This design comes from an exercise in tuning for small area and a short achievable clock period on the open sky130 flow, not from production work. In this exercise RTL edits were held to simulation tests only and were not proved equivalent to the original. Power figures rest on the tool's default switching activity, not on a simulated workload.

**standard.sh**
```bash
#!/bin/bash
# synth_recipe.tcl (not shown) runs the flow's synth.tcl, then flattens the netlist and writes it again
# the make line also repeats each setting of config.mk as NAME=value (left out here)
make -C /OpenROAD-flow-scripts/flow DESIGN_CONFIG=/design/flow/config.mk WORK_HOME=/design/flow/orfs CLKGATE_MAP_FILE= SYNTH_SCRIPT=/design/flow/synth_recipe.tcl "${@:-finish}"
```
**design.v**
```verilog
module mproc (input wire clk, reset, input wire [15:0] d_in, output wire [6:0] addr, output wire [15:0] d_out);
  reg  [6:0]   pc;
  reg  [10:0]  ir;       
  reg  [1:0]   cls;      
  reg  [127:0] rfn;      
  wire [127:0] rf = ~rfn;
  reg  [15:0]  opa, opb; 
  reg          f, l, c;  
  wire e   = ~f & ~l;
  wire ld  = cls == 2'b10;
  wire ef  = e & ~ld;
  wire el  = e & ld;
  wire jmp = (cls == 2'b01) & ef;
  wire wr  = el | (ef & (cls == 2'b00));
  wire [2:0]  wa = ir[8:6];
  wire [15:0] res;
  wire [15:0] wd = reset ? 16'd0 : (el ? d_in : res);
  wire        ua = reset | f | (wr & (wa == ir[2:0]));
  wire        ub = reset | f | (wr & (wa == ir[5:3]));
  wire       fs = f & ~reset;
  wire [7:0] sa = (8'd1 << d_in[2:0]) & {8{fs}};
  wire [7:0] sb = (8'd1 << d_in[5:3]) & {8{fs}};
  wire [15:0] ra = (rf[15:0] & {16{sa[0]}}) |
                     (rf[31:16] & {16{sa[1]}}) |
                     (rf[47:32] & {16{sa[2]}}) |
                     (rf[63:48] & {16{sa[3]}}) |
                     (rf[79:64] & {16{sa[4]}}) |
                     (rf[95:80] & {16{sa[5]}}) |
                     (rf[111:96] & {16{sa[6]}}) |
                     (rf[127:112] & {16{sa[7]}}) |
                     (wd & {16{ua & ~fs}}) | (opa & {16{~ua}});
  wire [15:0] rb = (rf[15:0] & {16{sb[0]}}) |
                     (rf[31:16] & {16{sb[1]}}) |
                     (rf[47:32] & {16{sb[2]}}) |
                     (rf[63:48] & {16{sb[3]}}) |
                     (rf[79:64] & {16{sb[4]}}) |
                     (rf[95:80] & {16{sb[5]}}) |
                     (rf[111:96] & {16{sb[6]}}) |
                     (rf[127:112] & {16{sb[7]}}) |
                     (wd & {16{ub & ~fs}}) | (opb & {16{~ub}});
  wire [15:0] a = opa, b = opb;
  wire [1:0]  op = ir[10:9];
  wire [17:0] s2 = {1'b0, a, 1'b1} + {1'b0, b ^ {16{op[0]}}, op[0]};
  wire [16:0] s  = s2[17:1];
  assign res = op[1] ? (op[0] ? (a | b) : (a & b)) : s[15:0];
  wire nz = |d_in[13:11];
  wire [1:0] cls_in = {d_in[15] | (~d_in[14] & nz), d_in[14] | (~d_in[15] & nz)};
  integer i;
  always @(posedge clk) begin
    c <= s[16];
    for (i = 0; i < 8; i = i + 1)
      if (reset | (wr & (wa == i))) rfn[16*i +: 16] <= ~wd;
    opa <= ra;
    opb <= rb;
    if (reset) begin
      pc <= 7'd0; ir <= 11'd0; cls <= 2'b00; f <= 1'b1; l <= 1'b0; c <= 1'b0;
    end else begin
      if (el | f) pc <= pc + 7'd1;
      else if (jmp & c) pc <= pc - ir[6:0];
      if (f) begin ir <= d_in[10:0]; cls <= cls_in; end
      f <= l | ef;
      l <= el;
    end
  end
  assign addr  = pc;
  assign d_out = opa;
endmodule
```
**flow/run.sh**
```bash
#!/bin/bash
# The standard layout, with repair_timing aiming for a larger setup margin and
# plain buffers on the ports.
set -euo pipefail
bash standard.sh SETUP_SLACK_MARGIN=5.8 "BUFFER_PORTS_ARGS=-buffer_cell sky130_fd_sc_hd__buf_2" finish > run_standard.log 2>&1
```
**config.mk**
```make
export PLATFORM = sky130hd
export DESIGN_NAME = mproc
export DESIGN_NICKNAME = mproc
export VERILOG_FILES = /design/flow/design.v
export SDC_FILE = /design/flow/constraint.sdc
export NUM_CORES = 4
export LEC_CHECK = 0
export ABC_AREA = 1
export CAP_MARGIN = 20
export CORE_MARGIN = 2
export CORE_UTILIZATION = 65
export CTS_BUF_LIST = sky130_fd_sc_hd__clkbuf_8
export SETUP_SLACK_MARGIN = 5.0
export SLEW_MARGIN = 20
```
**constraint.sdc**
```tcl
create_clock -name core_clock -period 8.5 [get_ports {clk}]
set_input_delay 1.7000 -clock core_clock [delete_from_list [all_inputs] [get_ports {clk}]]
set_output_delay 1.7000 -clock core_clock [all_outputs]
set_load 0.01 [all_outputs]
```
==> run_results.csv, run 1 <==
group,metric,value,unit
sta,timing.slew.headroom,46.6,%
die,initial_utilization,66.4,%
finish,layout_commonest_cell,"nand2_1",
cts,htreeDepth,4,
finish,drive_gt1_share,18.0,%
die,placementRows,44,
finish,regArea,5020,µm²
outcome,status,"complete, no violations",
placement,pre_cts_ws,4.71,ns
global_route,grt_pass1_wl,45400,µm
sta,period_minus_slack,2.75,ns
route,vias,8839,
power,max-vdd-ir-drop,0.177,mV
finish,finish.utilization,77.2,%
global_route,antenna_found_initial,0,
setup_path,crit_slowest_cell,"nor2_4",
power,p_sw_share,38.8,%
power,p_per_area,294,nW/µm²
setup_path,cp-endpoint,"opa[5]",
sta,whs,0.498,ns
sta,hold_violations,0,
finish,fill_cells,1001,
sta,finalSetupTns,0,ns
global_route,grt_util_all_layers,37.9,%
sta,max_freq,364,MHz
route,wl,30400,µm
route,viasPerCell,6.53,
min_path,holdPathStages,2,
setup_path,crit_path_max_fanout,16,
finish,final_cell_mix,"nand2_1, edfxtp_1, nor2_1",
setup_path,endpoint_kind,"flop",
setup_path,reg2reg_slack,5.77,ns
synth,syn_avg_cell_area,8.80,µm²
power,seqPwrFrac,47.3,%
sta,rsz0062_at_grt,"true",
power,power.total,3.30,mW
run,maxCapViolCount,0,
finish,antenna-diode-count,0,
synth,synth_edf_count,128,
route,drc,0,
setup_path,crit_start,"d_in[0]",
finish,multi_input_comb_area,4470,µm²
placement,placed_cell_area,10100,µm²
placement,routabilityCongestion,0.907,
die,core_area,14500,µm²
synth,synthAdderAreaFrac,3.58,%
route,antenna_left,0,
global_route,grt_max_degree,36,
synth,ys_warn_count,1,
finish,layout.nets,1202,
die,ios,41,
power,p_leak,4.60,nW
route,firstDrtPassIters,7,
setup_path,max_stage_delay,0.25,ns
synth,yosysUniqueCellTypes,48,
power,p_int,2.02,mW
synth,synthesis.nets,1141,
setup_path,worstSetupPathType,"primary input to flop",
min_path,hold_path_class,"flop to flop",
synth,synth_compound_area_share,16.2,%
placement,dpl.hpwl,18500,µm
finish,stdcell_area,11200,µm²
setup_path,crit_path_start_kind,"primary input",
finish,layout.cells.non_filler,1353,
cts,cts_buffers,17,
cts,clock_latency,0.48,ns
synth,synth.area.mux_share,0,%
synth,synth.top_cell.area_share,39.8,%
setup_path,crit_required,8.87,ns
setup_path,rr_worst_depth,6,
cts,cts_root_buf,"clkbuf_8",
sta,clock_skew,0.0131,ns
placement,io_buffers,40,
setup_path,r2r-start,"ir[6]",
power,power_frac_clock,18.5,%
sta,drv_slew,0,
cts,cts_tree,"built",
global_route,grt_overflow,0,
cts,clk_pin_slew,0.10,ns
power,combPwrFrac,34.2,%
synth,yosysTopAreaCell,"edfxtp_1",
route,drt_iter0_drc,1401,
route,post_drt_wl_per_cell,22.5,µm
synth,synth-simple-area-share,20.2,%
synth,synth_area_leaders,"edfxtp_1, dfxtp_1, nand2_1, o22ai_1, nor2_1",
global_route,grt_pass1_vias,8203,
synth,synth_top_family_by_area,"simple AND/OR/NAND/NOR gates",
power,power_switching,1.28,mW
synth,synth_flop_cell,"edfxtp_1",
sta,setup_slack,5.75,ns
die,die_area,15800,µm²
sta,final-setup-viol-count,0,
synth,synthCells,1096,
synth,syn_area,9650,µm²
synth,ys_ff_latch,183,
synth,ys_seq_area_share,51.2,%
synth,ys_async_sr_fraction,0,%
cts,cts.sinks,183,
finish,area_growth,16.3,%
setup_path,reg2reg_to,"opa[5]",
setup_path,crit_chain,"buf_2, inv_1, nor2_4, nand2_4, o22ai_1, nor2_1, nand2_1, a31oi_1, o21ai_0",
die,dieHeight,126,µm
sta,tightest_slew,0.800,ns
setup_path,critical_path_arrival,3.12,ns
sta,period_share,32.3,%
die,die_w,126,µm
cts,cts_max_path_buffers,2,
placement,placed_cells,1288,
synth,synth-xor-area-share,1.63,%
## flip-flops by register name (all words and copies together) (netlist names)
register / count
pc: 7
ir: 11
rfn: 128
f: 1
l: 1
opa: 16
cls: 2
opb: 16
c: 1
## Yosys cell counts, types with 2 or more instances
cell and n:
buf_6 7, nand3_1 59, o21ai_0 60, a21oi_1 41
ha_1 26, buf_4 5, buf_1 2, xor2_1 9
clkbuf_1 12, o21ai_1 5, nand2_1 196, o41ai_1 8
or2_2 9, buf_2 15, nand4_1 4, nor3_1 12
nor2_8 2, nor4_1 2, nor2_1 136, edfxtp_1 128
o22ai_1 117, or2_0 3, o211ai_1 3, nand3b_1 3
nand2_2 2, xnor2_1 9, nand2_4 7, dfxtp_1 55
a31oi_1 26, inv_1 110, inv_2 4, nor2_2 3
## cell families after synthesis
logic type               Yosys count
AND/OR/NAND/NOR                  445
flip-flops                       183
adder cells (fa/ha/maj)           27
XOR/XNOR                          18
buffers and inverters            157
AO/OA/AOI/OAI                    266
## power groups by stage
| stage | combinational, mW | clock [mW] | sequential [mW] |
|---|---|---|---|
| 2_1_floorplan | 0.706 | 0 | 1.47 |
| 3_3_place_gp | 0.972 | 0 | 1.54 |
| 3_5_place_dp | 0.984 | 0 | 1.55 |
| 4_1_cts | 1.05 | 0.608 | 1.54 |
| 5_1_grt | 1.26 | 0.643 | 1.58 |
| 6_report | 1.13 | 0.611 | 1.56 |
## how the worst min path moves through the flow
stage / startpoint / to / slack, ns
6_report: l / f / 0.50
5_1_grt: pc[6] / pc[6] / 0.52
4_1_cts: pc[6] / pc[6] / 0.50
3_5_place_dp: l / f / 0.48
3_3_place_gp: l / f / 0.47
2_1_floorplan: l / f / 0.46
## cell type report
type	count	share of cell area, %
repair buffers	82	5.64
clock inverters	14	1.55
inverters	115	4.03
flip-flops and latches	183	44.7
clock buffers	17	2.09
well taps	184	2.05
multi-input cells	757	39.8
repair inverters	1	0.0781
## layer usage
metal  wire length, µm  global-route usage, %  vias up
met5                 0                      0        -
met1             11900                   53.2     4067
met3              3880                   9.13      139
met4              1340                   17.8        0
met2             13300                   56.3      639
li1                  -                      -     3994
## worst max-delay path: cells and delay by family
kind / cells / cell delay (ns)
AO/OA/AOI/OAI: 3 / 0.41
buffers and inverters: 2 / 0.36
AND/OR/NAND/NOR: 4 / 0.63
## timing repair
action / in CTS / in global routing
resized for setup: 69 / 51
pin swaps: 3 / 3
hold buffers: 0 / 0
buffers inserted: 19 / 13
setup endpoints to repair: 185 / 157
cloned: 2 / 0
==> run 2, diff against run 1 <==
--- a/config.mk
+++ b/config.mk
@@ -8,7 +8,8 @@
 export ABC_AREA = 1
 export CAP_MARGIN = 20
 export CORE_MARGIN = 2
-export CORE_UTILIZATION = 65
+export CORE_UTILIZATION = 50
 export CTS_BUF_LIST = sky130_fd_sc_hd__clkbuf_8
 export SETUP_SLACK_MARGIN = 5.0
 export SLEW_MARGIN = 20
+export TNS_END_PERCENT = 0
==> run 2 against run 1 <==
Net effect:
- maximum frequency fell by 2.6%
- cell count grew 4.4%
- routed wire length is 1.1% higher
- largest cell class unchanged
- non-clock buffer count decreased by 18
- synthesized cell count stayed put
- sequential power about the same
- utilization is 19 points lower
- flip-flop and latch count is the same
- setup slack worse by 0.073 ns
- largest power group unchanged
- still clean on timing, DRC and antenna
==> run_results.csv, run 2 <==
group,metric,value,unit
outcome,status,"complete, no violations",
setup_path,endpoint_kind,"flop",
placement,placed_cells,1363,
synth,syn_area,9650,µm²
finish,final_cell_mix,"nand2_1, nor2_1, edfxtp_1",
sta,hold_violations,0,
cts,cts.sinks,183,
placement,pre_cts_ws,4.52,ns
route,wl,30700,µm
finish,area_growth,13.0,%
finish,largest_register,"rfn",
finish,drive_gt1_share,14.1,%
cts,cts_tree,"built",
cts,htreeDepth,4,
global_route,grt_pass1_vias,7774,
cts,cts_max_path_buffers,2,
sta,period_share,33.2,%
finish,layout_commonest_cell,"nand2_1",
synth,synth_edf_count,128,
die,dieHeight,143,µm
setup_path,crit_required,8.84,ns
power,p_per_area,286,nW/µm²
setup_path,worstSetupPathType,"primary input to flop",
synth,ys_top_cells_by_count,"nand2_1, nor2_1, edfxtp_1, o22ai_1, inv_1",
global_route,grt_pass1_wl,46200,µm
die,ios,41,
sta,tightest_slew,0.782,ns
die,core_area,18800,µm²
power,max-vdd-ir-drop,0.116,mV
sta,clock_skew,0.0248,ns
sta,period_minus_slack,2.82,ns
synth,ys_seq_area_share,51.2,%
setup_path,critical_path_arrival,3.17,ns
global_route,grt_overflow,0,
sta,finalSetupTns,0,ns
route,vias,8437,
synth,ys_async_sr_fraction,0,%
finish,layout.cells.non_filler,1412,
cts,cts_root_buf,"clkbuf_8",
cts,cts_buffers,17,
route,drt_iter0_drc,869,
setup_path,r2r-start,"ir[9]",
placement,routabilityCongestion,0.872,
min_path,hold_path_class,"flop to flop",
die,initial_utilization,51.2,%
setup_path,crit_path_max_fanout,17,
die,die_area,20400,µm²
synth,synth_flop_cell,"edfxtp_1",
cts,clk_pin_slew,0.11,ns
min_path,hold_end,"pc[6]",
finish,reg_top3,"rfn (128), opa (16), opb (16)",
sta,final-setup-viol-count,0,
route,antenna_left,0,
route,viasPerCell,5.98,
sta,timing.slew.headroom,47.8,%
route,drc,0,
placement,io_buffers,40,
route,firstDrtPassIters,7,
min_path,holdPathStages,2,
finish,layout.nets,1184,
finish,antenna-diode-count,0,
synth,synthesis.nets,1141,
synth,yosysMostFrequentCell,"nand2_1",
global_route,antenna_found_initial,0,
min_path,min_from,"pc[6]",
power,p_leak,4.49,nW
global_route,grt_max_degree,36,
synth,yosysUniqueCellTypes,48,
die,placementRows,50,
route,post_drt_wl_per_cell,21.8,µm
setup_path,crit_path_start_kind,"primary input",
synth,synth.top_cell.area_share,39.8,%
synth,syn_avg_cell_area,8.80,µm²
synth,ys_warn_count,1,
placement,dpl.hpwl,19500,µm
sta,drv_slew,0,
run,maxCapViolCount,0,
synth,synth_area_leaders,"edfxtp_1, dfxtp_1, nand2_1, o22ai_1, nor2_1",
setup_path,rr_worst_depth,14,
sta,rsz0062_at_grt,"true",
synth,synthCells,1096,
setup_path,reg2reg_to,"rfn[125]",
finish,largest_reg_flops,128,
sta,setup_slack,5.68,ns
cts,clock_latency,0.48,ns
die,die_w,143,µm
sta,max_freq,354,MHz
synth,yosysTopAreaCell,"edfxtp_1",
global_route,grt_util_all_layers,30.8,%
setup_path,reg2reg_slack,5.81,ns
synth,ys_ff_latch,183,
-- run 2: cell counts after synthesis --
No cell type changed its count.
-- run 2: layer usage --
| metal | track usage, % | routed length, µm | vias to the layer above |
|---|---|---|---|
| met1 | 43.3 | 13200 | 3920 |
| met2 | 46.6 | 13400 | 488 |
| met4 | 11.5 | 975 | 0 |
| met5 | 0 | 0 | - |
| met3 | 7.08 | 3150 | 89 |
| li1 | - | - | 3940 |
-- run 2: layout make-up --
cell class,instances,area (µm²)
clock buffer,17,234
clock inverter,15,105
fill,1684,7930
inverter,115,452
multi-input combinational,757,4390
sequential,183,4960
tap,260,325
timing repair buffer,64,428
timing repair inverter,1,8.76
-- run 2: power breakdown --
part	switching, mW	internal, mW	total [mW]
registers	0.224	1.32	1.54
clock network	0.317	0.203	0.520
logic	0.703	0.349	1.05
total	1.24	1.87	3.12
-- run 2: worst max path at each step --
stage,start,endpoint,cells after the start
final,reset,opb[11],10
after global routing,reset,opa[2],12
after CTS,reset,opb[11],10
after detailed placement,reset,opa[8],10
after global placement,reset,opa[8],10
after floorplan,reset,opb[1],11
-- run 2: cell families (layout without fill, tap and decap cells) --
group / after synthesis / count (layout) / synth area share [%]
adders and majority gates: 27 / 27 / 3.58
AOI/OAI and AO/OA: 266 / 266 / 16.2
DFF: 183 / 183 / 51.2
buffers and inverters: 157 / 212 / 7.07
and+or+nand+nor: 445 / 446 / 20.2
xor gates and xnor gates: 18 / 18 / 1.63
-- run 2: critical path, cell delays in order --
cell and delay, ns:
buf_6 0.16, inv_12 0.08, nand2_8 0.18, nor2_8 0.09, nand2_4 0.26, o22ai_1 0.11, nor2_1 0.13, o211ai_1 0.10
nor3_1 0.25, nand2_1 0.08
-- run 2: timing repair --
action                     CTS  global route
resized for setup           48            10
gates cloned                 2             0
hold buffers                 0             0
setup endpoints to repair  186           162
hold endpoints to repair     0             0
buffers inserted            12             3
pin swaps                    5             2
-- run 2: through the flow --
step / hold slack (ns) / cell area (µm²) / util, % / total power, mW
global route: 0.533 / 10900 / 57.9 / 3.32
detailed placement: 0.488 / 10200 / 54.0 / 2.55
floorplan: 0.459 / 9830 / - / 2.18
finish: 0.510 / 10900 / 57.9 / 3.12
global placement: 0.477 / 10200 / 54.0 / 2.54
CTS: 0.508 / 10800 / 57.6 / 3.08
==> run 3, diff against run 2 <==
--- a/config.mk
+++ b/config.mk
@@ -10,6 +10,6 @@
 export CORE_MARGIN = 2
 export CORE_UTILIZATION = 50
 export CTS_BUF_LIST = sky130_fd_sc_hd__clkbuf_8
+export PLACE_DENSITY = 0.75
 export SETUP_SLACK_MARGIN = 5.0
 export SLEW_MARGIN = 20
-export TNS_END_PERCENT = 0
==> run 3 against run 2 <==
Net effect:
- still clean on timing, DRC and antenna
- global-route usage down 2.4 points
- clock skew shrank 0.010 ns
- routed wire length down 2.4%
- sequential share of layout area shrank 1.7 points
- critical endpoint is now opb[2]
==> run_results.csv, run 3 <==
group,metric,value,unit
outcome,status,"complete, no violations",
sta,tightest_slew,0.779,ns
die,initial_utilization,51.2,%
sta,whs,0.496,ns
finish,largest_reg_flops,128,
power,power.total,3.30,mW
placement,io_buffers,40,
die,dieHeight,143,µm
finish,final_cell_mix,"nand2_1, edfxtp_1, nor2_1",
synth,synthesis.nets,1141,
synth,ys_top_cells_by_count,"nand2_1, nor2_1, edfxtp_1, o22ai_1, inv_1",
cts,clk_pin_slew,0.11,ns
synth,synth.top_cell.area_share,39.8,%
sta,final-setup-viol-count,0,
cts,hold_buffers,0,
sta,max_freq,354,MHz
finish,reg_top3,"rfn (128), opa (16), opb (16)",
synth,yosysTopAreaCell,"edfxtp_1",
sta,finalSetupTns,0,ns
sta,setup_slack,5.67,ns
sta,period_share,33.2,%
sta,period_minus_slack,2.83,ns
synth,yosysMostFrequentCell,"nand2_1",
synth,ys_seq_area_share,51.2,%
power,max-vdd-ir-drop,0.124,mV
route,drt_iter0_drc,1740,
setup_path,endpoint_kind,"flop",
global_route,grt_max_degree,36,
placement,pre_cts_ws,4.69,ns
sta,rsz0062_at_grt,"true",
die,placementRows,50,
power,p_leak,4.67,nW
cts,cts_tree,"built",
min_path,hold_path_class,"flop to flop",
die,core_area,18800,µm²
run,maxCapViolCount,0,
cts,cts_max_path_buffers,2,
cts,cts_root_buf,"clkbuf_8",
placement,routabilityCongestion,0.908,
global_route,grt_util_all_layers,28.4,%
synth,ys_ff_latch,183,
sta,timing.slew.headroom,48.0,%
synth,synthCells,1096,
global_route,grt_pass1_wl,43600,µm
sta,clock_skew,0.0144,ns
finish,drive_gt1_share,19.2,%
die,ios,41,
global_route,antenna_found_initial,0,
cts,clock_latency,0.48,ns
synth,synth_flop_cell,"edfxtp_1",
placement,dpl.hpwl,18300,µm
route,wl,30000,µm
route,drc,0,
finish,largest_register,"rfn",
finish,layout.nets,1212,
finish,antenna-diode-count,0,
sta,hold_violations,0,
route,post_drt_wl_per_cell,20.8,µm
setup_path,crit_path_start_kind,"primary input",
route,viasPerCell,6.17,
route,firstDrtPassIters,8,
cts,htreeDepth,4,
synth,syn_avg_cell_area,8.80,µm²
global_route,grt_pass1_vias,7963,
route,vias,8883,
synth,yosysUniqueCellTypes,48,
finish,area_growth,18.5,%
die,die_w,143,µm
setup_path,critical_path_arrival,3.23,ns
route,antenna_left,0,
setup_path,crit_path_max_fanout,17,
finish,layout_commonest_cell,"nand2_1",
synth,synth_edf_count,128,
synth,syn_area,9650,µm²
synth,ys_async_sr_fraction,0,%
synth,synth_area_leaders,"edfxtp_1, dfxtp_1, nand2_1, o22ai_1, nor2_1",
synth,ys_warn_count,1,
cts,cts_buffers,17,
die,die_area,20400,µm²
setup_path,worstSetupPathType,"primary input to flop",
setup_path,crit_required,8.91,ns
cts,cts.sinks,183,
global_route,grt_overflow,0,
power,p_per_area,289,nW/µm²
sta,drv_slew,0,
==> run 3: cell counts after synthesis <==
No cell type changed its count.
==> run 3: worst max-delay path, stage by stage <==
cell     delay, ns
buf_12        0.13
inv_12        0.10
nand2_8       0.09
buf_4         0.17
nor2_8        0.17
nand2_4       0.20
o22ai_1       0.26
nor2_1        0.12
nand2_1       0.10
a31oi_1       0.06
o21ai_1       0.10
==> run 3: final timing paths <==
check | cells past startpoint | start | to | slack (ns)
max | 11 | reset | opb[2] | 5.67
max reg2reg | 13 | ir[9] | rfn[11] | 5.93
min reg2reg | 2 | pc[6] | pc[6] | 0.50
min | 2 | pc[6] | pc[6] | 0.50
==> run 3: repair_timing <==
| item | 4_1_cts | 5_1_grt |
|---|---|---|
| gates cloned | 4 | 1 |
| resized for setup | 76 | 47 |
| endpoints found under the setup margin | 189 | 140 |
| setup buffers | 28 | 12 |
| pin swaps | 3 | 4 |
==> run 3: through the flow <==
step                std cells  instance area, µm²  utilization (%)
floorplan                1096                9850                -
CTS                      1427               11100             59.1
global route             1440               11400             60.7
finish                   1440               11400             60.7
global placement         1363               10200             54.1
detailed placement       1363               10200             54.1
==> run 3: final cells by class <==
type / count / area (µm²)
timing repair inverter: 1 / 8.76
fill: 1450 / 7390
multi-input combinational: 760 / 4530
tap: 260 / 325
clock buffer: 17 / 234
timing repair buffer: 89 / 683
sequential: 183 / 5010
inverter: 115 / 454
clock inverter: 15 / 195
==> run 3: layer usage <==
metal / up-vias / GRT usage, % / wire, µm
li1: 4015 / - / -
met3: 149 / 6.54 / 3780
met1: 4016 / 37.8 / 11500
met4: 0 / 13.4 / 1480
met5: - / 0 / 0
met2: 703 / 44.0 / 13300
==> run 3: cells by family after synthesis <==
logic type	after synthesis	share of synthesized area, %
compound gates	266	16.2
fa+ha+maj	27	3.58
xor+xnor	18	1.63
buf+inv	157	7.07
simple gates	445	20.2
flops	183	51.2
==> run 3: where the power goes <==
group	switching, mW	internal [mW]	total [mW]
Clock	0.361	0.256	0.617
Sequential	0.200	1.33	1.53
Combinational	0.748	0.404	1.15
Total	1.31	1.99	3.30
==> run 4, diff against run 3 <==
--- a/config.mk
+++ b/config.mk
@@ -10,6 +10,5 @@
 export CORE_MARGIN = 2
 export CORE_UTILIZATION = 50
 export CTS_BUF_LIST = sky130_fd_sc_hd__clkbuf_8
-export PLACE_DENSITY = 0.75
 export SETUP_SLACK_MARGIN = 5.0
 export SLEW_MARGIN = 20
==> run 4 against run 3 <==
Net effect:
- still clean
- routed wire length up 5.7%
- setup slack better by 0.13 ns
- clock power down 3%
- sequential power about the same
- flip-flop and latch count unchanged
- register-to-register slack about the same
- critical path type is now flop to output pin
- critical endpoint is now d_out[2]
- largest cell class unchanged
==> run_results.csv, run 4 <==
group,metric,value,unit
sta,period_minus_slack,2.70,ns
die,initial_utilization,51.2,%
setup_path,crit_slowest_cell,"dfxtp_4",
power,p_sw_share,40.5,%
finish,largest_reg_flops,128,
power,combPwrFrac,35.6,%
synth,synth_area_leaders,"edfxtp_1, dfxtp_1, nand2_1, o22ai_1, nor2_1",
synth,ys_ff_latch,183,
cts,cts_root_buf,"clkbuf_8",
sta,hold_violations,0,
sta,period_share,31.7,%
finish,fill_cells,1597,
outcome,status,"complete, no violations",
sta,tightest_slew,0.825,ns
route,post_drt_wl_per_cell,21.7,µm
finish,drive_gt1_share,20.7,%
route,drt_iter0_drc,1031,
global_route,grtUsageMet1,43.6,%
cts,hold_buffers,0,
global_route,use_met3,7.41,%
route,drc,0,
sta,finalSetupTns,0,ns
cts,cts_max_path_buffers,2,
synth,synth.top_cell.area_share,39.8,%
setup_path,critical_path_arrival,1.00,ns
global_route,antenna_found_initial,0,
synth,syn_area,9650,µm²
die,ios,41,
die,die_w,143,µm
setup_path,crit_path_max_fanout,2,
setup_path,critPathTopFamily,"flip-flops",
setup_path,r2r-start,"ir[6]",
synth,synth_edf_count,128,
placement,io_buffers,40,
finish,layout_commonest_cell,"nand2_1",
global_route,grt_pass1_wl,46400,µm
finish,layout.nets,1233,
global_route,grt_pass1_vias,7843,
sta,drv_slew,0,
power,power.total,3.33,mW
global_route,grt_util_all_layers,30.9,%
power,power_switching,1.35,mW
setup_path,crit_chain,"buf_6",
cts,cts_buffers,17,
die,core_area,18800,µm²
route,firstDrtPassIters,6,
cts,clock_latency,0.48,ns
power,seqPwrFrac,46.4,%
synth,yosysMostFrequentCell,"nand2_1",
placement,dpl.hpwl,19800,µm
sta,rsz0062_at_grt,"true",
die,dieHeight,143,µm
setup_path,crit_buf_inv,1,
min_path,holdPathStages,2,
min_path,hold_path_class,"flop to flop",
route,vias,8663,
power,max-vdd-ir-drop,0.161,mV
finish,final_cell_mix,"nand2_1, nor2_1, edfxtp_1",
setup_path,worstSetupPathType,"flop to output pin",
cts,clk_pin_slew,0.11,ns
setup_path,reg2reg_to,"opb[11]",
setup_path,rr_worst_depth,6,
synth,yosysTopAreaCell,"edfxtp_1",
setup_path,crit_required,6.80,ns
min_path,hold_end,"pc[6]",
route,viasPerCell,5.93,
run,maxCapViolCount,0,
sta,max_freq,371,MHz
cts,htreeDepth,4,
power,p_int,1.98,mW
power,p_leak,4.78,nW
synth,synth_flop_cell,"edfxtp_1",
setup_path,reg2reg_slack,5.92,ns
synth,yosysUniqueCellTypes,48,
sta,clock_skew,0.0171,ns
route,wl,31700,µm
synth,ys_async_sr_fraction,0,%
synth,synthCells,1096,
synth,syn_avg_cell_area,8.80,µm²
finish,largest_register,"rfn",
finish,multi_input_comb_area,4490,µm²
route,antenna_left,0,
cts,cts.sinks,183,
synth,ys_top_cells_by_count,"nand2_1, nor2_1, edfxtp_1, o22ai_1, inv_1",
sta,final-setup-viol-count,0,
global_route,grt_overflow,0,
global_route,busiest_layer,"met2",
synth,synthesis.nets,1141,
placement,routabilityCongestion,0.907,
finish,area_growth,19.8,%
finish,antenna-diode-count,0,
setup_path,crit_path_start_kind,"flop",
die,placementRows,50,
global_route,grt_max_degree,33,
cts,cts_tree,"built",
die,die_area,20400,µm²
synth,ys_warn_count,1,
synth,ys_seq_area_share,51.2,%
setup_path,max_stage_delay,0.41,ns
min_path,min_from,"pc[6]",
setup_path,endpoint_kind,"output pin",
finish,regArea,5000,µm²
power,p_per_area,288,nW/µm²
finish,reg_top3,"rfn (128), opa (16), opb (16)",
global_route,use_met2,46.7,%
sta,timing.slew.headroom,44.9,%
power,power_frac_clock,18.0,%
-- run 4: cell counts after synthesis --
Identical to the previous run, type by type.
-- run 4: worst max path at each step --
stage           start        to  slack [ns]  depth (start not counted)
6_report       opa[2]  d_out[2]        5.80                          1
4_1_cts             f     pc[5]        5.77                         16
5_1_grt        opa[5]  d_out[5]        5.77                          1
3_3_place_gp    reset   opa[10]        4.74                         10
2_1_floorplan   reset    opb[4]        5.79                         11
3_5_place_dp    reset    opa[2]        4.69                         11
-- run 4: kinds of logic after synthesis --
| family | count (synthesis) | synth area share (%) |
|---|---|---|
| xor+xnor | 18 | 1.63 |
| fa+ha+maj | 27 | 3.58 |
| flops | 183 | 51.2 |
| buf+inv | 157 | 7.07 |
| simple gates | 445 | 20.2 |
| compound gates | 266 | 16.2 |
-- run 4: layout make-up --
class,instances,share of cell area (%)
repair inverters,1,0.0758
inverters,115,4.05
multi-input cells,759,38.9
repair buffers,111,7.43
clock buffers,17,2.02
clock inverters,15,1.49
flip-flops and latches,183,43.3
well taps,260,2.81
-- run 4: per-stage QoR --
step	utilization (%)	instance area, µm²	worst slack, ns	instances	hold slack [ns]
after global placement	54.1	10200	4.74	1364	0.475
final	61.4	11600	5.80	1461	0.490
after detailed placement	54.1	10200	4.69	1364	0.490
after floorplan	-	9850	5.79	1096	0.459
after global routing	61.4	11600	5.77	1461	0.526
after CTS	59.3	11200	5.77	1430	0.505
-- run 4: timing repair --
action                     4_1_cts  5_1_grt
setup buffers                   32       29
pin swaps                        4        9
resized for setup               76       43
cloned                           2        2
setup endpoints to repair      187      144
-- run 4: power by group through the flow --
stage / clock [mW] / combinational [mW] / sequential [mW]
finish: 0.599 / 1.18 / 1.54
global route: 0.639 / 1.32 / 1.56
CTS: 0.605 / 1.11 / 1.53
detailed placement: 0 / 0.994 / 1.55
global placement: 0 / 0.990 / 1.55
floorplan: 0 / 0.706 / 1.47
-- run 4: metal layers --
| layer | vias up | part of all wire [%] | routed length [µm] |
|---|---|---|---|
| met4 | 0 | 2.6 | 810 |
| met1 | 4021 | 43 | 13800 |
| met5 | - | 0 | 0 |
| li1 | 4052 | - | - |
| met2 | 519 | 43 | 13700 |
| met3 | 71 | 11 | 3410 |
==> run 5, diff against run 4 <==
--- a/config.mk
+++ b/config.mk
@@ -9,6 +9,5 @@
 export CAP_MARGIN = 20
 export CORE_MARGIN = 2
 export CORE_UTILIZATION = 50
-export CTS_BUF_LIST = sky130_fd_sc_hd__clkbuf_8
 export SETUP_SLACK_MARGIN = 5.0
 export SLEW_MARGIN = 20
==> run 5 against run 4 <==
Net effect:
- still clean on timing, DRC and antenna
- cell area up 0.95%
- register-to-register slack about the same
- non-clock buffer count down 16
- clock power up 34%
- clock-buffer cell count unchanged
- area after synthesis unchanged
- sequential power about the same
- largest cell class unchanged
==> run_results.csv, run 5 <==
group,metric,value,unit
route,firstDrtPassIters,6,
global_route,grt_util_all_layers,30.5,%
sta,clock_skew,0.0134,ns
cts,clk_pin_slew,0.08,ns
die,die_w,143,µm
global_route,grt_overflow,0,
sta,finalSetupTns,0,ns
route,antenna_left,0,
route,drt_iter0_drc,1049,
synth,synth.top_cell.area_share,39.8,%
cts,htreeDepth,4,
sta,timing.slew.headroom,48.5,%
setup_path,crit_required,8.83,ns
finish,layout_commonest_cell,"nand2_1",
setup_path,endpoint_kind,"flop",
sta,drv_slew,0,
setup_path,worstSetupPathType,"primary input to flop",
synth,synthCells,1096,
synth,synth_flop_cell,"edfxtp_1",
setup_path,critical_path_arrival,3.04,ns
route,post_drt_wl_per_cell,21.9,µm
die,placementRows,50,
cts,cts.sinks,183,
die,ios,41,
sta,whs,0.496,ns
power,p_leak,4.78,nW
route,viasPerCell,5.99,
global_route,grt_pass1_vias,7756,
synth,synth_edf_count,128,
finish,fill_cells,1572,
finish,layout.nets,1216,
placement,routabilityCongestion,0.907,
global_route,grt_pass1_wl,46100,µm
sta,period_share,31.8,%
route,vias,8649,
synth,ys_async_sr_fraction,0,%
finish,final_cell_mix,"nand2_1, edfxtp_1, nor2_1",
power,power.total,3.47,mW
synth,synthesis.nets,1141,
sta,tightest_slew,0.772,ns
synth,yosysMostFrequentCell,"nand2_1",
synth,yosysUniqueCellTypes,48,
synth,ys_ff_latch,183,
setup_path,crit_path_start_kind,"primary input",
sta,max_freq,370,MHz
synth,synth_area_leaders,"edfxtp_1, dfxtp_1, nand2_1, o22ai_1, nor2_1",
synth,syn_avg_cell_area,8.80,µm²
cts,hold_buffers,0,
synth,syn_area,9650,µm²
sta,hold_violations,0,
global_route,grt_max_degree,33,
run,maxCapViolCount,0,
min_path,hold_path_class,"flop to flop",
synth,yosysTopAreaCell,"edfxtp_1",
global_route,antenna_found_initial,0,
cts,cts_buffers,17,
cts,cts_root_buf,"clkbuf_16",
setup_path,crit_path_max_fanout,16,
die,core_area,18800,µm²
finish,reg_top3,"rfn (128), opa (16), opb (16)",
route,wl,31600,µm
power,p_per_area,297,nW/µm²
finish,multi_input_comb_area,4530,µm²
outcome,status,"complete, no violations",
die,initial_utilization,51.2,%
sta,rsz0062_at_grt,"true",
cts,cts_max_path_buffers,2,
cts,cts_tree,"built",
die,die_area,20400,µm²
sta,period_minus_slack,2.70,ns
route,drc,0,
finish,antenna-diode-count,0,
sta,final-setup-viol-count,0,
synth,ys_seq_area_share,51.2,%
placement,io_buffers,40,
synth,ys_top_cells_by_count,"nand2_1, nor2_1, edfxtp_1, o22ai_1, inv_1",
power,max-vdd-ir-drop,0.209,mV
finish,drive_gt1_share,19.7,%
placement,dpl.hpwl,19800,µm
finish,area_growth,20.9,%
die,dieHeight,143,µm
finish,regArea,4980,µm²
synth,ys_warn_count,1,
cts,clock_latency,0.44,ns
finish,largest_reg_flops,128,
finish,largest_register,"rfn",
[run 5: worst paths after layout]
path / start / cells past startpoint / endpoint / slack (ns)
hold / removal: pc[6] / 2 / pc[6] / 0.50
setup reg to reg: ir[9] / 10 / rfn[87] / 5.91
hold reg to reg: pc[6] / 2 / pc[6] / 0.50
setup / recovery: reset / 11 / opb[14] / 5.80
[run 5: cells by family (layout without fill, tap and decap cells)]
kind of cell               Yosys count  count (layout)  share of synthesized area (%)
AOI/OAI and AO/OA                  266             266                           16.2
buffers and inverters              157             243                           7.07
and+or+nand+nor                    445             447                           20.2
adders and majority gates           27              27                           3.58
DFF                                183             183                           51.2
xor gates and xnor gates            18              18                           1.63
[run 5: cell type report]
type | count | area share (%)
repair buffers | 95 | 6.58
multi-input cells | 758 | 38.8
clock buffers | 17 | 3.65
clock inverters | 15 | 1.48
well taps | 260 | 2.79
repair inverters | 1 | 0.0751
flip-flops and latches | 183 | 42.7
inverters | 115 | 3.92
[run 5: what timing repair did]
action	4_1_cts	5_1_grt
cloned	2	1
buffers inserted	17	28
endpoints found under the setup margin	183	136
gates resized for setup	64	48
pin swaps	6	16
[run 5: critical path, stage by stage]
cell and delay [ns]:
buf_12 0.10, inv_12 0.04, nand2_8 0.09, buf_4 0.15
nor2_8 0.05, nand2_4 0.25, o22ai_1 0.12, nor2_1 0.19
nand2_1 0.11, a31oi_1 0.15, nand2_1 0.07
[run 5: report_power, final]
part | internal, mW | switching (mW)
sequential | 1.33 | 0.231
clock | 0.399 | 0.401
combinational | 0.383 | 0.728
total | 2.11 | 1.36
[run 5: metrics by stage]
stage	instances	cell area, µm²	setup slack, ns	util, %
5_1_grt	1444	11700	5.67	62.0
3_3_place_gp	1364	10200	4.74	54.1
4_1_cts	1415	11200	5.81	59.5
2_1_floorplan	1096	9850	5.79	-
6_report	1444	11700	5.80	62.0
3_5_place_dp	1364	10200	4.69	54.1
[run 5: layer usage]
layer	wire length [µm]	share of wire, %	global-route usage [%]	up-vias
met5	0	0	0	-
met4	1040	3.3	9.07	0
met3	3410	11	6.61	92
met2	13700	44	47.2	527
met1	13400	42	43.4	4008
li1	-	-	-	4022
==> run 6, diff against run 5 <==
--- a/design.v
+++ b/design.v
@@ -45,6 +45,9 @@
   assign res = op[1] ? (op[0] ? (a | b) : (a & b)) : s[15:0];
   wire nz = |d_in[13:11];
   wire [1:0] cls_in = {d_in[15] | (~d_in[14] & nz), d_in[14] | (~d_in[15] & nz)};
+  wire       pc_inc = el | f;
+  wire [6:0] pc_add = pc_inc ? 7'd1 : ~ir[6:0];
+  wire       pc_cin = ~pc_inc;
   integer i;
   always @(posedge clk) begin
     c <= s[16];
@@ -55,8 +58,7 @@
     if (reset) begin
       pc <= 7'd0; ir <= 11'd0; cls <= 2'b00; f <= 1'b1; l <= 1'b0; c <= 1'b0;
     end else begin
-      if (el | f) pc <= pc + 7'd1;
-      else if (jmp & c) pc <= pc - ir[6:0];
+      if (el | f | (jmp & c)) pc <= pc + pc_add + {6'd0, pc_cin};
       if (f) begin ir <= d_in[10:0]; cls <= cls_in; end
       f <= l | ef;
       l <= el;
--- a/config.mk
+++ b/config.mk
@@ -9,5 +9,6 @@
 export CAP_MARGIN = 20
 export CORE_MARGIN = 2
 export CORE_UTILIZATION = 50
+export CTS_BUF_LIST = sky130_fd_sc_hd__clkbuf_8
 export SETUP_SLACK_MARGIN = 5.0
 export SLEW_MARGIN = 20
==> run 6 against run 5 <==
Net effect:
- first-iteration DRC count shrank 10%
- critical endpoint is now opb[2]
- area after synthesis shrank 0.30%
- power grew 1.2%
- cell count shrank 3.5%
==> run_results.csv, run 6 <==
group,metric,value,unit
die,placementRows,50,
global_route,grt_pass1_vias,7467,
synth,ys_async_sr_fraction,0,%
die,ios,41,
finish,final_cell_mix,"nand2_1, edfxtp_1, nor2_1",
setup_path,max_stage_delay,0.27,ns
global_route,antenna_found_initial,0,
sta,clock_skew,0.0121,ns
finish,largest_reg_flops,128,
setup_path,crit_required,8.90,ns
setup_path,crit_start,"reset",
sta,timing.slew.headroom,43.4,%
route,post_drt_wl_per_cell,21.7,µm
synth,ys_top_cells_by_count,"nand2_1, nor2_1, edfxtp_1, o22ai_1, inv_1",
setup_path,crit_slowest_cell,"o22ai_1",
cts,htreeDepth,4,
setup_path,rr_worst_depth,12,
synth,synth_area_leaders,"edfxtp_1, dfxtp_1, o22ai_1, nand2_1, nor2_1",
power,max-vdd-ir-drop,0.144,mV
route,viasPerCell,5.99,
sta,period_minus_slack,2.71,ns
route,firstDrtPassIters,5,
setup_path,cp-endpoint,"opb[2]",
finish,reg_top3,"rfn (128), opa (16), opb (16)",
synth,yosysUniqueCellTypes,49,
placement,io_buffers,40,
run,maxCapViolCount,0,
synth,syn_avg_cell_area,8.98,µm²
cts,hold_buffers,0,
finish,largest_register,"rfn",
setup_path,critPathTopFamily,"simple AND/OR/NAND/NOR gates",
synth,synthesis.nets,1115,
cts,cts_root_buf,"clkbuf_8",
synth,ys_seq_area_share,51.4,%
route,drt_iter0_drc,942,
setup_path,crit_path_start_kind,"primary input",
min_path,hold_path_class,"flop to flop",
placement,placed_cells,1317,
sta,hold_violations,0,
route,antenna_left,0,
cts,cts.sinks,183,
setup_path,cp_num_cells,11,
synth,ys_ff_latch,183,
sta,finalSetupTns,0,ns
sta,period_share,31.9,%
route,wl,30300,µm
die,die_w,143,µm
sta,final-setup-viol-count,0,
finish,antenna-diode-count,0,
setup_path,endpoint_kind,"flop",
die,core_area,18800,µm²
sta,drv_slew,0,
setup_path,crit_chain,"buf_6, inv_12, nand2_8, buf_12, nor2_8, nand2_4, o22ai_1, nor2_1, nand2_1, a21oi_1, o21ai_0",
cts,cts_tree,"built",
setup_path,reg2reg_to,"rfn[67]",
global_route,grt_max_degree,41,
die,initial_utilization,51.3,%
placement,routabilityCongestion,0.898,
power,p_per_area,311,nW/µm²
finish,layout.nets,1190,
power,power.total,3.51,mW
finish,drive_gt1_share,20.4,%
cts,clock_latency,0.47,ns
sta,tightest_slew,0.847,ns
synth,yosysMostFrequentCell,"nand2_1",
power,p_leak,4.61,nW
placement,dpl.hpwl,19500,µm
setup_path,reg2reg_slack,5.97,ns
finish,layout_commonest_cell,"nand2_1",
synth,synth_edf_count,128,
setup_path,critical_path_arrival,3.12,ns
finish,layout.cells.non_filler,1393,
synth,synth_flop_cell,"edfxtp_1",
outcome,status,"complete, no violations",
setup_path,r2r-start,"ir[9]",
die,die_area,20400,µm²
setup_path,worstSetupPathType,"primary input to flop",
synth,syn_area,9620,µm²
synth,ys_warn_count,1,
global_route,grt_overflow,0,
setup_path,crit_path_max_fanout,16,
route,vias,8348,
die,dieHeight,143,µm
finish,finish.utilization,60.3,%
synth,synthCells,1071,
sta,max_freq,368,MHz
cts,cts_max_path_buffers,2,
setup_path,crit_buf_inv,3,
sta,whs,0.488,ns
route,drc,0,
global_route,grt_util_all_layers,29.0,%
synth,yosysTopAreaCell,"edfxtp_1",
global_route,grt_pass1_wl,43700,µm
synth,synth.top_cell.area_share,40.0,%
cts,cts_buffers,17,
cts,clk_pin_slew,0.10,ns
sta,rsz0062_at_grt,"true",
finish,area_growth,17.6,%
run 6: changes by cell type in the layout (fill, tap and decap cells not counted), moves of 6 or more:
| cell | previous run | this run |
|---|---|---|
| dfxtp_4 | 5 | 11 |
| inv_1 | 107 | 96 |
| nor3_1 | 11 | 5 |
| clkbuf_16 | 17 | 1 |
| clkbuf_8 | 0 | 17 |
| o22ai_1 | 113 | 120 |
| a31oi_1 | 26 | 0 |
| buf_6 | 2 | 11 |
| nand2_8 | 10 | 16 |
| a21oi_1 | 39 | 62 |
| dfxtp_1 | 36 | 30 |
| inv_2 | 3 | 10 |
run 6: logic make-up (layout without fill, tap and decap cells):
group	after synthesis	after routing	share of synthesized area (%)
and+or+nand+nor	428	430	20.2
AOI/OAI and AO/OA	274	274	16.6
DFF	183	183	51.4
buffers and inverters	148	234	7.17
adders and majority gates	27	27	3.64
xor gates and xnor gates	11	11	1.00
run 6: tightest hold or removal path, cell delays in order (launching register included):
cell and delay, ns:
dfxtp_2 0.35, a21oi_1 0.06, nand2_1 0.06
run 6: routing by layer:
metal	track usage, %	part of all wire (%)	up-vias
met1	41.3	43	3943
met4	8.39	2.1	0
met3	5.67	9.6	56
li1	-	-	3916
met2	45.2	46	433
met5	0	0	-
run 6: timing repair:
action,in CTS,in global routing
setup buffers,8,32
gates cloned,1,3
pin swaps,2,14
gates resized for setup,47,69
endpoints found under the setup margin,273,175
run 6: report_power, final:
| group | internal, mW | leakage, nW | total (mW) | switching (mW) |
|---|---|---|---|---|
| Sequential | 1.37 | 1.58 | 1.61 | 0.236 |
| Clock | 0.249 | 0.202 | 0.609 | 0.359 |
| Combinational | 0.470 | 2.83 | 1.30 | 0.827 |
run 6: layout make-up:
type	instances	area, µm²
clock buffer	17	234
sequential	183	5000
tap	234	293
multi-input combinational	742	4430
fill	1590	7460
clock inverter	15	178
timing repair inverter	1	8.76
timing repair buffer	90	722
inverter	111	442
run 6: how the worst min path moves through the flow:
stage / to / cells past startpoint / startpoint / slack (ns)
floorplan: opb[11] / 2 / opb[11] / 0.45
global placement: f / 2 / l / 0.47
detailed placement: opb[7] / 2 / opb[7] / 0.48
CTS: opb[7] / 2 / opb[7] / 0.51
global route: opa[10] / 2 / opa[10] / 0.53
finish: opa[10] / 2 / opa[10] / 0.49
run 6: through the flow:
step	worst slack, ns	cell area, µm²
2_1_floorplan	5.80	9800
3_3_place_gp	4.63	10100
3_5_place_dp	4.58	10100
4_1_cts	5.79	10700
5_1_grt	5.70	11300
6_report	5.79	11300
==> run 7, diff against run 6 <==
--- a/config.mk
+++ b/config.mk
@@ -12,3 +12,4 @@
 export CTS_BUF_LIST = sky130_fd_sc_hd__clkbuf_8
 export SETUP_SLACK_MARGIN = 5.0
 export SLEW_MARGIN = 20
+export TNS_END_PERCENT = 0
==> run 7 against run 6 <==
Net effect:
- still clean
- clock-buffer cell count is the same
- clock power is 7.7% lower
- first-iteration DRC count grew 0.53%
- routed wire length down 5.0%
- via count fell by 2.0%
- area after synthesis unchanged
- die area stayed put
- clock skew is 0.0026 ns higher
- largest power group unchanged
- highest routed layer unchanged
==> run_results.csv, run 7 <==
group,metric,value,unit
setup_path,crit_required,6.80,ns
min_path,hold_path_class,"flop to flop",
outcome,status,"complete, no violations",
synth,synth_flop_cell,"edfxtp_1",
synth,yosysTopAreaCell,"edfxtp_1",
route,met2_length,13100,µm
cts,cts_root_buf,"clkbuf_8",
route,maxUsedRoutingLayer,"met4",
setup_path,reg2reg_to,"rfn[19]",
setup_path,worstSetupPathType,"flop to output pin",
power,power_frac_clock,16.9,%
die,placementRows,50,
setup_path,critPathTopFamily,"flip-flops",
finish,reg_top3,"rfn (128), opa (16), opb (16)",
finish,largest_register,"rfn",
finish,layout.nets,1162,
finish,antenna-diode-count,0,
die,core_area,18800,µm²
power,seqPwrFrac,47.8,%
synth,ys_seq_area_share,51.4,%
power,p_per_area,308,nW/µm²
finish,area_growth,12.0,%
synth,synth_edf_count,128,
global_route,antenna_found_initial,0,
setup_path,crit_slowest_cell,"dfxtp_1",
route,drt_iter0_drc,947,
die,ios,41,
min_path,hold_end,"f",
finish,stdcell_area,10800,µm²
die,die_area,20400,µm²
global_route,grt_pass1_vias,7502,
cts,clock_latency,0.47,ns
power,power_switching,1.34,mW
cts,cts.sinks,183,
finish,regArea,4950,µm²
cts,cts_buffers,17,
setup_path,crit_path_start_kind,"flop",
power,p_sw_share,40.3,%
placement,io_buffers,40,
synth,syn_avg_cell_area,8.98,µm²
synth,synthesis.nets,1115,
finish,largest_reg_flops,128,
finish,finish.utilization,57.4,%
route,firstDrtPassIters,5,
route,dr_wl_met3,2360,µm
sta,tightest_slew,0.860,ns
setup_path,crit_chain,"buf_2",
finish,drive_gt1_share,15.4,%
synth,ys_top_cells_by_count,"nand2_1, nor2_1, edfxtp_1, o22ai_1, inv_1",
global_route,grt_util_all_layers,28.5,%
synth,synth.top_cell.area_share,40.0,%
die,initial_utilization,51.3,%
cts,clk_pin_slew,0.10,ns
finish,layout_commonest_cell,"nand2_1",
sta,rsz0062_at_grt,"true",
synth,syn_area,9620,µm²
setup_path,reg2reg_slack,5.88,ns
cts,cts_tree,"built",
setup_path,crit_buf_inv,1,
finish,multi_input_comb_area,4300,µm²
global_route,grt_pass1_wl,43300,µm
sta,period_minus_slack,2.78,ns
setup_path,rr_worst_depth,12,
die,dieHeight,143,µm
sta,timing.slew.headroom,42.6,%
route,wl,28700,µm
synth,ys_async_sr_fraction,0,%
global_route,grt_overflow,0,
power,max-vdd-ir-drop,0.148,mV
run,maxCapViolCount,0,
die,die_w,143,µm
synth,yosysMostFrequentCell,"nand2_1",
route,wl_met1,12500,µm
min_path,holdPathStages,2,
cts,hold_buffers,0,
sta,final-setup-viol-count,0,
synth,yosysUniqueCellTypes,49,
power,p_leak,4.45,nW
route,antenna_left,0,
route,post_drt_wl_per_cell,21.1,µm
route,viasPerCell,5.99,
setup_path,r2r-start,"ir[9]",
power,p_int,1.98,mW
route,drc,0,
global_route,grt_max_degree,36,
setup_path,endpoint_kind,"output pin",
sta,period_share,32.7,%
finish,final_cell_mix,"nand2_1, edfxtp_1, nor2_1",
setup_path,crit_path_max_fanout,4,
synth,synth_area_leaders,"edfxtp_1, dfxtp_1, o22ai_1, nand2_1, nor2_1",
synth,ys_warn_count,1,
min_path,min_from,"l",
setup_path,max_stage_delay,0.44,ns
synth,synthCells,1071,
sta,finalSetupTns,0,ns
synth,ys_ff_latch,183,
sta,drv_slew,0,
finish,fill_cells,1681,
power,combPwrFrac,35.3,%
setup_path,critical_path_arrival,1.08,ns
sta,clock_skew,0.0147,ns
route,vias,8177,
sta,max_freq,360,MHz
placement,dpl.hpwl,19500,µm
placement,routabilityCongestion,0.909,
placement,placed_cell_area,10100,µm²
sta,hold_violations,0,
cts,cts_max_path_buffers,2,
cts,htreeDepth,4,
## run 7: changes by cell type in the layout (fill, tap and decap cells not counted), sizes merged
cell,change
clkinvlp,-2
buf,-25
clkinv,+4
inv,-2
nand2,-2
dlymetal6s2s,+1
clkbuf,-2
## run 7: power groups by stage
stage / logic (mW) / registers, mW / clock network (mW)
after floorplan: 0.786 / 1.52 / 0
after global placement: 1.11 / 1.61 / 0
after detailed placement: 1.11 / 1.60 / 0
after CTS: 1.12 / 1.58 / 0.568
after global routing: 1.32 / 1.62 / 0.599
final: 1.17 / 1.59 / 0.562
## run 7: how the worst max path moves through the flow
stage	slack [ns]	cells after the start	to	from
after floorplan	5.79	8	opb[4]	reset
after global placement	4.65	9	opa[7]	reset
after detailed placement	4.60	9	opa[1]	reset
after CTS	5.56	8	opb[4]	reset
after global routing	5.65	18	rfn[78]	ir[9]
final	5.72	1	d_out[8]	opa[8]
## run 7: cells by family after synthesis
logic type	count (synthesis)	synth area share, %
and+or+nand+nor	428	20.2
AOI/OAI and AO/OA	274	16.6
adders and majority gates	27	3.64
buffers and inverters	148	7.17
DFF	183	51.4
xor gates and xnor gates	11	1.00
## run 7: per-stage QoR
| step | power [mW] | hold slack, ns | setup WS, ns | cells |
|---|---|---|---|---|
| floorplan | 2.31 | 0.454 | 5.79 | 1071 |
| global placement | 2.71 | 0.476 | 4.65 | 1317 |
| detailed placement | 2.71 | 0.480 | 4.60 | 1317 |
| CTS | 3.27 | 0.503 | 5.56 | 1351 |
| global route | 3.54 | 0.521 | 5.65 | 1365 |
| finish | 3.32 | 0.507 | 5.72 | 1365 |
## run 7: cell type report
cell class              instances  area share, %
clock buffers                  17           2.17
multi-input cells             740           39.9
flip-flops and latches        183           46.0
clock inverters                15           1.20
well taps                     234           2.72
repair buffers                 64           3.82
repair inverters                1         0.0813
inverters                     111           4.10
## run 7: timing repair
item / in CTS / in global routing
setup buffers: 2 / 13
pin swaps: 1 / 8
endpoints found under the setup margin: 205 / 184
gates resized for setup: 7 / 47
cloned: 0 / 1
## run 7: layer usage
| layer | global-route usage [%] | vias to the layer above |
|---|---|---|
| met4 | 9.64 | 0 |
| met1 | 40.6 | 3822 |
| met5 | 0 | - |
| met2 | 44.6 | 409 |
| li1 | - | 3865 |
| met3 | 4.59 | 81 |
==> run 8, diff against run 7 <==
--- a/config.mk
+++ b/config.mk
@@ -8,7 +8,7 @@
 export ABC_AREA = 1
 export CAP_MARGIN = 20
 export CORE_MARGIN = 2
-export CORE_UTILIZATION = 50
+export CORE_UTILIZATION = 60
 export CTS_BUF_LIST = sky130_fd_sc_hd__clkbuf_8
 export SETUP_SLACK_MARGIN = 5.0
 export SLEW_MARGIN = 20
==> run 8 against run 7 <==
Net effect:
- still clean
- setup slack lost 0.052 ns
- cell count decreased by 1.8%
- non-clock buffer count is 7 lower
- area after synthesis unchanged
- synthesized cell count unchanged
- global-route usage increased by 5.3 points
- highest routed layer unchanged
==> run_results.csv, run 8 <==
group,metric,value,unit
route,viasPerCell,6.14,
setup_path,reg2reg_to,"rfn[52]",
finish,layout.nets,1155,
synth,ys_async_sr_fraction,0,%
sta,hold_violations,0,
die,die_w,131,µm
cts,clock_latency,0.48,ns
synth,synth_flop_cell,"edfxtp_1",
global_route,grt_pass1_vias,7373,
route,antenna_left,0,
die,core_area,15800,µm²
setup_path,crit_required,8.92,ns
synth,synth_area_leaders,"edfxtp_1, dfxtp_1, o22ai_1, nand2_1, nor2_1",
die,placementRows,46,
route,drc,0,
finish,reg_top3,"rfn (128), opa (16), opb (16)",
placement,routabilityCongestion,0.942,
finish,final_cell_mix,"nand2_1, edfxtp_1, nor2_1",
setup_path,endpoint_kind,"flop",
synth,syn_area,9620,µm²
finish,fill_cells,1334,
power,p_sw_share,40.7,%
power,p_per_area,310,nW/µm²
cts,cts_max_path_buffers,2,
finish,finish.utilization,67.6,%
route,wl,28200,µm
cts,cts_buffers,17,
global_route,grt_util_all_layers,33.8,%
synth,ys_warn_count,1,
finish,layout.cells.non_filler,1340,
sta,max_freq,353,MHz
placement,placed_cell_area,10100,µm²
setup_path,critical_path_arrival,3.25,ns
route,wl_met1,11600,µm
synth,yosysUniqueCellTypes,49,
finish,regArea,4960,µm²
die,initial_utilization,61.0,%
placement,placed_cells,1300,
sta,clock_skew,0.0167,ns
power,p_int,1.96,mW
finish,largest_register,"rfn",
setup_path,worstSetupPathType,"primary input to flop",
sta,rsz0062_at_grt,"true",
setup_path,r2r-start,"ir[9]",
cts,htreeDepth,4,
route,vias,8224,
sta,period_share,33.3,%
sta,timing.slew.headroom,35.0,%
global_route,grt_max_degree,29,
placement,io_buffers,40,
cts,cts.sinks,183,
finish,multi_input_comb_area,4270,µm²
die,ios,41,
route,met2_length,12600,µm
sta,tightest_slew,0.972,ns
setup_path,crit_path_max_fanout,16,
run,maxCapViolCount,0,
finish,layout_commonest_cell,"nand2_1",
power,power_frac_clock,17.3,%
min_path,hold_path_class,"flop to flop",
sta,finalSetupTns,0,ns
synth,synthCells,1071,
sta,period_minus_slack,2.83,ns
finish,drive_gt1_share,14.7,%
outcome,status,"complete, no violations",
power,seqPwrFrac,48.0,%
cts,cts_tree,"built",
setup_path,cp-endpoint,"opb[10]",
finish,antenna-diode-count,0,
synth,yosysMostFrequentCell,"nand2_1",
cts,clk_pin_slew,0.10,ns
synth,yosysTopAreaCell,"edfxtp_1",
global_route,grt_overflow,0,
global_route,antenna_found_initial,0,
route,drt_iter0_drc,909,
synth,ys_top_cells_by_count,"nand2_1, nor2_1, edfxtp_1, o22ai_1, inv_1",
route,firstDrtPassIters,8,
global_route,grt_pass1_wl,42100,µm
synth,synth.top_cell.area_share,40.0,%
power,combPwrFrac,34.7,%
synth,synth_edf_count,128,
power,power_switching,1.35,mW
power,p_leak,4.41,nW
setup_path,crit_path_start_kind,"primary input",
sta,drv_slew,0,
cts,cts_root_buf,"clkbuf_8",
finish,area_growth,10.9,%
synth,syn_avg_cell_area,8.98,µm²
finish,stdcell_area,10700,µm²
finish,largest_reg_flops,128,
die,dieHeight,131,µm
setup_path,crit_start,"d_in[3]",
route,post_drt_wl_per_cell,21.1,µm
power,max-vdd-ir-drop,0.158,mV
synth,synthesis.nets,1115,
sta,final-setup-viol-count,0,
setup_path,reg2reg_slack,5.82,ns
die,die_area,17100,µm²
synth,ys_seq_area_share,51.4,%
synth,ys_ff_latch,183,
placement,dpl.hpwl,18800,µm
route,dr_wl_met3,2980,µm
setup_path,rr_worst_depth,15,
route,maxUsedRoutingLayer,"met4",
## run 8: cell counts after synthesis
Identical to the previous run, type by type.
## run 8: worst max-delay path: stages
cell and delay [ns]:
buf_2 0.14, inv_1 0.10, nor2_1 0.41, nand2_4 0.28, o22ai_1 0.24, nor2_1 0.07
nand2_1 0.17, a21oi_1 0.06, nand2_1 0.07
## run 8: per-layer routing
layer  GRT usage (%)  vias to the layer above
li1                -                     3851
met1            46.2                     3824
met2            52.8                      474
met3            7.90                       75
met4            13.8                        0
met5               0                        -
## run 8: kinds of logic (layout without fill, tap and decap cells)
family                     count (synthesis)  count (layout)  synth area share [%]
buffers and inverters                    148             201                  7.17
AOI/OAI and AO/OA                        274             274                  16.6
and+or+nand+nor                          428             428                  20.2
adders and majority gates                 27              27                  3.64
xor gates and xnor gates                  11              11                  1.00
DFF                                      183             183                  51.4
## run 8: power groups by stage
stage               Sequential (mW)  Combinational (mW)  Clock [mW]
floorplan                      1.52               0.786           0
global placement               1.60                1.09           0
detailed placement             1.59                1.10           0
CTS                            1.58                1.12       0.575
global route                   1.62                1.29       0.612
finish                         1.59                1.15       0.572
## run 8: through the flow
step / setup WS [ns] / power, mW / hold WS, ns
floorplan: 5.79 / 2.31 / 0.454
global placement: 4.65 / 2.69 / 0.473
finish: 5.67 / 3.31 / 0.507
CTS: 5.73 / 3.27 / 0.505
global route: 5.60 / 3.52 / 0.532
detailed placement: 4.61 / 2.69 / 0.481
## run 8: how the worst min path moves through the flow
stage | startpoint | end | depth (start not counted)
2_1_floorplan | opb[11] | opb[11] | 2
5_1_grt | opb[7] | opb[7] | 2
4_1_cts | opb[7] | opb[7] | 2
3_3_place_gp | opb[12] | opb[12] | 2
3_5_place_dp | opb[7] | opb[7] | 2
6_report | opb[7] | opb[7] | 2
## run 8: repair_timing
item / 4_1_cts / 5_1_grt
gates cloned: 1 / 0
endpoints found under the setup margin: 188 / 169
gates resized for setup: 32 / 8
pin swaps: 4 / 1
setup buffers: 6 / 1
hold buffers: 0 / 0
endpoints found under the hold margin: 0 / 0
## run 8: area by class of cell
cell class	count	share of cell area, %
flip-flops and latches	183	46.5
multi-input cells	740	40.0
inverters	111	4.09
repair buffers	57	3.13
well taps	216	2.53
clock buffers	17	2.19
clock inverters	15	1.49
repair inverters	1	0.0821
==> run 9, diff against run 8 <==
--- a/config.mk
+++ b/config.mk
@@ -8,7 +8,7 @@
 export ABC_AREA = 1
 export CAP_MARGIN = 20
 export CORE_MARGIN = 2
-export CORE_UTILIZATION = 60
+export CORE_UTILIZATION = 55
 export CTS_BUF_LIST = sky130_fd_sc_hd__clkbuf_8
 export SETUP_SLACK_MARGIN = 5.0
 export SLEW_MARGIN = 20
==> run 9 against run 8 <==
Net effect:
- still clean
- sequential share of layout area rose by 0.31 points
- worst hold slack got worse by 0.0049 ns
- clock skew rose by 0.0028 ns
- critical path depth rose by 1
- cell count rose by 0.37%
- global-route usage fell by 2.5 points
- largest cell class unchanged
- largest power group unchanged
- highest routed layer unchanged
==> run_results.csv, run 9 <==
group,metric,value,unit
setup_path,crit_required,8.88,ns
finish,fill_cells,1551,
sta,drv_slew,0,
synth,ys_warn_count,1,
route,post_drt_wl_per_cell,21.0,µm
die,placementRows,48,
setup_path,crit_start,"reset",
placement,io_buffers,40,
global_route,use_met3,6.34,%
sta,max_freq,359,MHz
die,die_area,18600,µm²
route,wl,28200,µm
power,power_switching,1.35,mW
synth,ys_top_cells_by_count,"nand2_1, nor2_1, edfxtp_1, o22ai_1, inv_1",
finish,antenna-diode-count,0,
synth,ys_ff_latch,183,
global_route,grt_pass1_wl,42600,µm
synth,syn_area,9620,µm²
synth,ys_seq_area_share,51.4,%
finish,layout.nets,1151,
synth,synthCells,1071,
power,seqPwrFrac,48.2,%
sta,final-setup-viol-count,0,
route,viasPerCell,6.04,
global_route,busiest_layer,"met2",
die,die_w,136,µm
sta,tightest_slew,0.913,ns
global_route,antenna_found_initial,0,
global_route,use_met2,47.1,%
setup_path,r2r-start,"ir[9]",
global_route,grt_max_degree,31,
min_path,holdPathStages,2,
cts,cts_buffers,17,
route,drt_iter0_drc,833,
synth,synth_edf_count,128,
power,p_per_area,313,nW/µm²
setup_path,crit_path_start_kind,"primary input",
finish,drive_gt1_share,14.1,%
synth,yosysMostFrequentCell,"nand2_1",
synth,synth_area_leaders,"edfxtp_1, dfxtp_1, o22ai_1, nand2_1, nor2_1",
outcome,status,"complete, no violations",
cts,clk_pin_slew,0.11,ns
die,initial_utilization,56.0,%
die,dieHeight,136,µm
min_path,hold_path_class,"flop to flop",
global_route,grt_pass1_vias,7435,
synth,yosysTopAreaCell,"edfxtp_1",
finish,largest_reg_flops,128,
power,combPwrFrac,34.5,%
sta,rsz0062_at_grt,"true",
setup_path,rr_worst_depth,13,
run,maxCapViolCount,0,
sta,clock_skew,0.0195,ns
setup_path,endpoint_kind,"flop",
cts,hold_buffers,0,
sta,period_minus_slack,2.79,ns
synth,synth.top_cell.area_share,40.0,%
route,vias,8130,
power,power_frac_clock,17.3,%
finish,layout_commonest_cell,"nand2_1",
finish,final_cell_mix,"nand2_1, nor2_1, edfxtp_1",
cts,cts_root_buf,"clkbuf_8",
power,p_leak,4.43,nW
sta,finalSetupTns,0,ns
power,p_int,1.96,mW
finish,largest_register,"rfn",
finish,area_growth,10.1,%
setup_path,worstSetupPathType,"primary input to flop",
setup_path,crit_path_max_fanout,16,
finish,finish.utilization,61.7,%
synth,syn_avg_cell_area,8.98,µm²
finish,reg_top3,"rfn (128), opa (16), opb (16)",
cts,cts.sinks,183,
cts,cts_tree,"built",
route,drc,0,
sta,hold_violations,0,
synth,ys_async_sr_fraction,0,%
setup_path,critical_path_arrival,3.17,ns
die,ios,41,
route,firstDrtPassIters,7,
sta,timing.slew.headroom,39.0,%
die,core_area,17200,µm²
placement,routabilityCongestion,0.924,
sta,period_share,32.8,%
placement,dpl.hpwl,19200,µm
global_route,grtUsageMet1,44.3,%
min_path,min_from,"l",
route,antenna_left,0,
global_route,grt_overflow,0,
power,max-vdd-ir-drop,0.167,mV
cts,htreeDepth,4,
synth,synthesis.nets,1115,
power,p_sw_share,40.8,%
cts,clock_latency,0.48,ns
cts,cts_max_path_buffers,2,
synth,yosysUniqueCellTypes,49,
synth,synth_flop_cell,"edfxtp_1",
global_route,grt_util_all_layers,31.3,%
## run 9: area by class of cell
class                   count  area, µm²  area share, %
multi-input cells         740       4220           39.8
well taps                 225        282           2.66
flip-flops and latches    183       4950           46.8
inverters                 111        437           4.12
clock buffers              17        234           2.21
clock inverters            15        151           1.43
repair buffers             53        308           2.91
repair inverters            1       8.76         0.0827
## run 9: final timing paths
| check | end | slack, ns |
|---|---|---|
| max | opa[11] | 5.71 |
| min | f | 0.50 |
| max reg2reg | rfn[95] | 5.80 |
| min reg2reg | f | 0.50 |
## run 9: cell families (layout without fill, tap and decap cells)
family	Yosys count	after routing	synth area share, %
buffers and inverters	148	197	7.17
adders and majority gates	27	27	3.64
xor gates and xnor gates	11	11	1.00
DFF	183	183	51.4
and+or+nand+nor	428	428	20.2
AOI/OAI and AO/OA	274	274	16.6
## run 9: routing by layer
metal,vias to the layer above,routed length [µm]
li1,3838,-
met1,3788,12400
met2,410,12400
met3,94,2400
met4,0,1080
met5,-,0
## run 9: critical path, stage by stage
cell,delay (ns)
buf_4,0.19
inv_12,0.08
nand2_8,0.18
inv_6,0.12
nand2_4,0.27
o22ai_1,0.12
nor2_1,0.14
nand2_1,0.12
a21oi_1,0.14
nand2_1,0.06
## run 9: through the flow
step / worst slack (ns) / std cells / hold slack [ns] / area [µm²] / total power [mW]
final: 5.71 / 1345 / 0.502 / 10600 / 3.31
after global placement: 4.64 / 1308 / 0.472 / 10100 / 2.70
after global routing: 5.60 / 1345 / 0.522 / 10600 / 3.53
after floorplan: 5.79 / 1071 / 0.454 / 9790 / 2.31
after CTS: 5.72 / 1343 / 0.497 / 10600 / 3.28
after detailed placement: 4.60 / 1308 / 0.478 / 10100 / 2.71
## run 9: power by group through the flow
stage                     combinational (mW)  sequential, mW  clock (mW)
after detailed placement                1.11            1.60           0
after CTS                               1.12            1.58       0.579
after floorplan                        0.786            1.52           0
after global routing                    1.29            1.63       0.612
after global placement                  1.10            1.60           0
final                                   1.14            1.60       0.574
## run 9: timing repair
item	4_1_cts	5_1_grt
endpoints found under the setup margin	198	167
resized for setup	25	7
setup buffers	2	2
pin swaps	2	2
cloned	1	0

## port drivers added, routing unchanged
How much do the figures lean on ideal ports? The routed layouts below were timed once more, with nothing changed but the port constraints. Step 1 sets driving cells, clkbuf_16 on the clock port and buf_2 on the other inputs (assumed; they add their load-dependent delay and slew). Step 2 adds t to the input delays and takes it off the output delays; t is the mean of the earliest and latest rising clock arrival at the registers after step 1. Input paths then give back, and output paths get back, about the clock's delay inside the block. Three values: no drivers, after step 1, after step 2; two values: the first two.
run | t, ns | setup slack, ns | worst setup path at the end | clock arrival spread, ns
run 1 | 0.512 | 5.751 / 5.749 / 5.253 | input to register | 0.015 / 0.014
run 2 | 0.504 | 5.679 / 5.664 / 5.171 | input to register | 0.025 / 0.025
run 3 | 0.518 | 5.674 / 5.645 / 5.127 | input to register | 0.016 / 0.016
run 4 | 0.518 | 5.803 / 5.760 / 5.302 | input to register | 0.018 / 0.019
run 5 | 0.484 | 5.796 / 5.764 / 5.295 | input to register | 0.014 / 0.014
run 6 | 0.510 | 5.786 / 5.779 / 5.287 | input to register | 0.013 / 0.012
run 7 | 0.502 | 5.723 / 5.682 / 5.226 | input to register | 0.016 / 0.015
run 8 | 0.509 | 5.671 / 5.674 / 5.178 | input to register | 0.016 / 0.016
run 9 | 0.515 | 5.712 / 5.691 / 5.207 | input to register | 0.020 / 0.020
After both steps setup and hold are still met in every run listed. The setup slack of run 3, which loses most, moves by -0.029 ns with the drivers and by -0.547 ns with both steps.
